Source: an optimization exercise on an open RTL-to-GDS flow (aim: small area). Production flows keep margins and buffers that such runs may drop. Function was checked by simulation only, so behaviour that the tests miss may differ from the original. Power is estimated from default activity; no workload was simulated.

rev 12:
## danmaku_engine
module danmaku_engine(
    input wire clk,
    input wire rst,
    input wire tick,
    input wire key_valid,
    input wire [7:0] key_code,
    input wire [2:0] rnd,
    input wire [3:0] rd_sel,
    output wire [1:0] game_state,
    output wire [8:0] bird_y,
    output wire [2:0] bird_state,
    output wire [1:0] bird_anim,
    output wire [31:0] score_bcd,
    output reg [22:0] rd_data
    );
    localparam
        GAME_INITIAL = 2'd0,
        GAME_PLAYING = 2'd1,
        GAME_OVER    = 2'd2;
    localparam TW = 29;    
    localparam BW = 26;    
    reg [2:0] step;        
    reg fresh;             
    reg [2:0] ph6, ph7;    
    wire t_pass = tick | (step <= 3'd5);
    wire b_pass = tick | (step != 3'd7);
    wire upd    = ~tick & (step == 3'd6);
    wire sweep  = ~tick & (step == 3'd7);
    wire clear  = rst | (fresh & ~tick);
    always @ (posedge clk) begin
        if (rst) begin
            step <= 3'd7;
  ...
Size in the first run: about 1,800 cells after synthesis, ~460 flip-flops, about 90 I/O pins.
export LEC_CHECK = 0
export ABC_AREA = 1
export CAP_MARGIN = 20
export CORE_MARGIN = 2
export CORE_UTILIZATION = 40
export PLACE_DENSITY = 0.6
export SLEW_MARGIN = 20
create_clock -name core_clock -period 60.0 [get_ports {clk}]
standard.sh (not shown) runs the stock make flow with config.mk's settings and CLKGATE_MAP_FILE= SYNTH_SCRIPT=/design/flow/synth_recipe.tcl, a recipe that flattens the netlist after the stock synthesis.
==> flow/flow/run.sh <==
#!/bin/bash
# The standard ORFS layout (standard.sh) with three changes:
#  - synthesis maps the logic with an area-oriented ABC script
#    (flow/abc_area.script, used through ABC_AREA=1); everything else in
#    synthesis, and so every register, is as in the standard synthesis;
#  - adders are left to ABC (no ADDER_MAP_FILE half/full-adder cells);
#  - ports are buffered with buf_1 cells;
#  - the clock tree is built from clkbuf_8 cells without dummy loads.
# make's output goes to standard.log; ORFS keeps each tool's log under
# orfs/logs.
set -euo pipefail
here=$(pwd)
rm -rf "$here/scripts_mod"
cp -r "$FLOW_HOME/scripts" "$here/scripts_mod"
cp "$here/flow/abc_area.script" "$here/scripts_mod/abc_area.script"
export SCRIPTS_DIR="$here/scripts_mod"
export ADDER_MAP_FILE=""
export BUFFER_PORTS_ARGS="-buffer_cell sky130_fd_sc_hd__buf_1"
export CTS_ARGS="-sink_clustering_enable -repair_clock_nets -dont_use_dummy_load -buf_list sky130_fd_sc_hd__clkbuf_8 -root_buf sky130_fd_sc_hd__clkbuf_8 -sink_clustering_size 16 -sink_clustering_max_diameter 60"
bash standard.sh > standard.log 2>&1
==> flow/flow/abc_area.script <==
strash
&get -n
&deepsyn -T 30
&dch -f
&nf -R 1000 -p -a
&put
topo
stime -c
Changes in rev 13 relative to rev 12:
==> flow/flow/run.sh <==
#!/bin/bash
# Standard ORFS layout, with smaller port buffers and a clock tree of
# clkbuf_4 cells without dummy loads. Each tool's output is kept in
# standard.log (make and ORFS) and ORFS's own logs under orfs/logs.
set -euo pipefail
export BUFFER_PORTS_ARGS="-buffer_cell sky130_fd_sc_hd__buf_1"
export CTS_ARGS="-sink_clustering_enable -repair_clock_nets -dont_use_dummy_load -buf_list sky130_fd_sc_hd__clkbuf_4 -root_buf sky130_fd_sc_hd__clkbuf_8 -sink_clustering_size 10 -sink_clustering_max_diameter 40"
bash standard.sh > standard.log 2>&1
removed: flow/flow/abc_area.script
Results
Rev 13 vs rev 12 — worst hold-check slack dropped 19 ps.
Compared with rev 12, in rev 13 die extent in x moved up; final area moved up.
Between rev 13 and rev 12, it is rev 13 whose global-route usage is higher, by 1.5 points.
Diff rev 12 -> rev 13 | number of cells in the design after placement | increase of about 35%
Rev 13: share of total power in combinational logic 6.3 points above rev 12
| maximum frequency | rev 13 vs rev 12 | about 8% lower |

* * *

danmaku_engine, a different RTL version from the one above (not shown whole).
Size: about 1800 cells after synthesis, about 430 flip-flops, ~90 I/O pins, ~17000 um^2 of cells after synthesis.
export LEC_CHECK = 0
export ABC_AREA = 1
export CAP_MARGIN = 0
export CORE_MARGIN = 2
export CORE_UTILIZATION = 40
export GPL_TIMING_DRIVEN = 0
export PLACE_DENSITY = 0.6
export SLEW_MARGIN = 0
create_clock -name core_clock -period 60.0 [get_ports {clk}]
==> flow/flow/run.sh <==
#!/bin/bash
# The standard ORFS layout (standard.sh) with these changes:
#  - synthesis maps the logic with an area-oriented ABC script
#    (flow/abc_area.script, used through ABC_AREA=1); everything else in
#    synthesis, and so every register, is as in the standard synthesis;
#  - adders are left to ABC (no ADDER_MAP_FILE half/full-adder cells);
#  - ports are buffered with buf_1 cells;
#  - the clock tree is built from clkbuf_8 cells without dummy loads.
# make's output goes to standard.log; ORFS keeps each tool's log under
# orfs/logs.
set -euo pipefail
here=$(pwd)
rm -rf "$here/scripts_mod"
cp -r "$FLOW_HOME/scripts" "$here/scripts_mod"
cp "$here/flow/abc_area.script" "$here/scripts_mod/abc_area.script"
export SCRIPTS_DIR="$here/scripts_mod"
export ADDER_MAP_FILE=""
export BUFFER_PORTS_ARGS="-buffer_cell sky130_fd_sc_hd__buf_1"
export CTS_ARGS="-sink_clustering_enable -repair_clock_nets -dont_use_dummy_load -buf_list sky130_fd_sc_hd__clkbuf_8 -root_buf sky130_fd_sc_hd__clkbuf_8 -sink_clustering_size 16 -sink_clustering_max_diameter 60"
bash standard.sh > standard.log 2>&1
==> flow/flow/abc_area.script <==
strash
&get -n
&deepsyn -T 300
&dch -f
&nf -R 1000 -p -a
&put
topo
stime -c
The starting point produced a clean layout.
Edit:
==> flow/flow/abc_area.script (replaced) <==
strash
&get -n
&deepsyn -T 120
&dch -f
&nf -R 1000 -p -a
&put
topo
stime -c
Core utilization went up by 0.20 points.
Global-route usage is about the same.
Maximum frequency hardly moves.
Via count went down by 0.78%.
Power went down by 2.2%.
Area after synthesis barely changes.
Setup slack is about the same.
Clock power is about the same.
Final cell count went down by 1.3%.
Flip-flop and latch count does not change.
Design area went up by 0.45%.
Edit:
==> flow/flow/abc_area.script (replaced) <==
strash
&get -n
&deepsyn -T 300
&dch -f
&nf -R 1000 -p -a
&put
topo
stime -c
CORE_UTILIZATION = 60   (was 40)
PLACE_DENSITY = 0.75   (was 0.6)
After rerunning: Clock skew increases by 0.026 ns. Routed wire length decreases by about 4%. Non-clock buffer count decreases by 8. Power increases by 1.0%. Maximum frequency decreases by 1.5%. Cell count decreases by 7.5%. Worst setup slack gets worse by 0.44 ns. Die area decreases by about 33%. Final area decreases by about 1.7%.

port drivers added, routing unchanged:
The results above use ideal ports. As a check the final layouts listed here were re-extracted and re-timed, cells and wires unchanged. Step 1, drivers: a clkbuf_16 drives clk and a buf_2 each remaining input, both assumed. Step 2 adds t to the input delays and takes it off the output delays; t is the mean of the earliest and latest rising clock arrival at the registers after step 1. Input paths then give back, and output paths get back, about the clock's delay inside the block. Slacks: ideal / step 1 / step 2; pairs: ideal / step 1.
run	t (ns)	setup slack, ns	worst setup path after step 2	cell pins on the clock port's net
rev 12	0.647	31.524 / 31.471 / 31.471	input to output	1
rev 13	0.681	29.046 / 28.989 / 28.989	input to output	1
the first run of note 2	0.613	31.252 / 31.229 / 31.229	input to output	1
the second run of note 2	0.650	31.251 / 31.226 / 31.226	input to output	1
the third run of note 2	0.578	30.813 / 30.792 / 30.792	input to output	1
After both steps every run listed still meets setup and hold. The setup slack of rev 13, which loses most, moves by -0.057 ns with the drivers and by -0.057 ns with both steps.
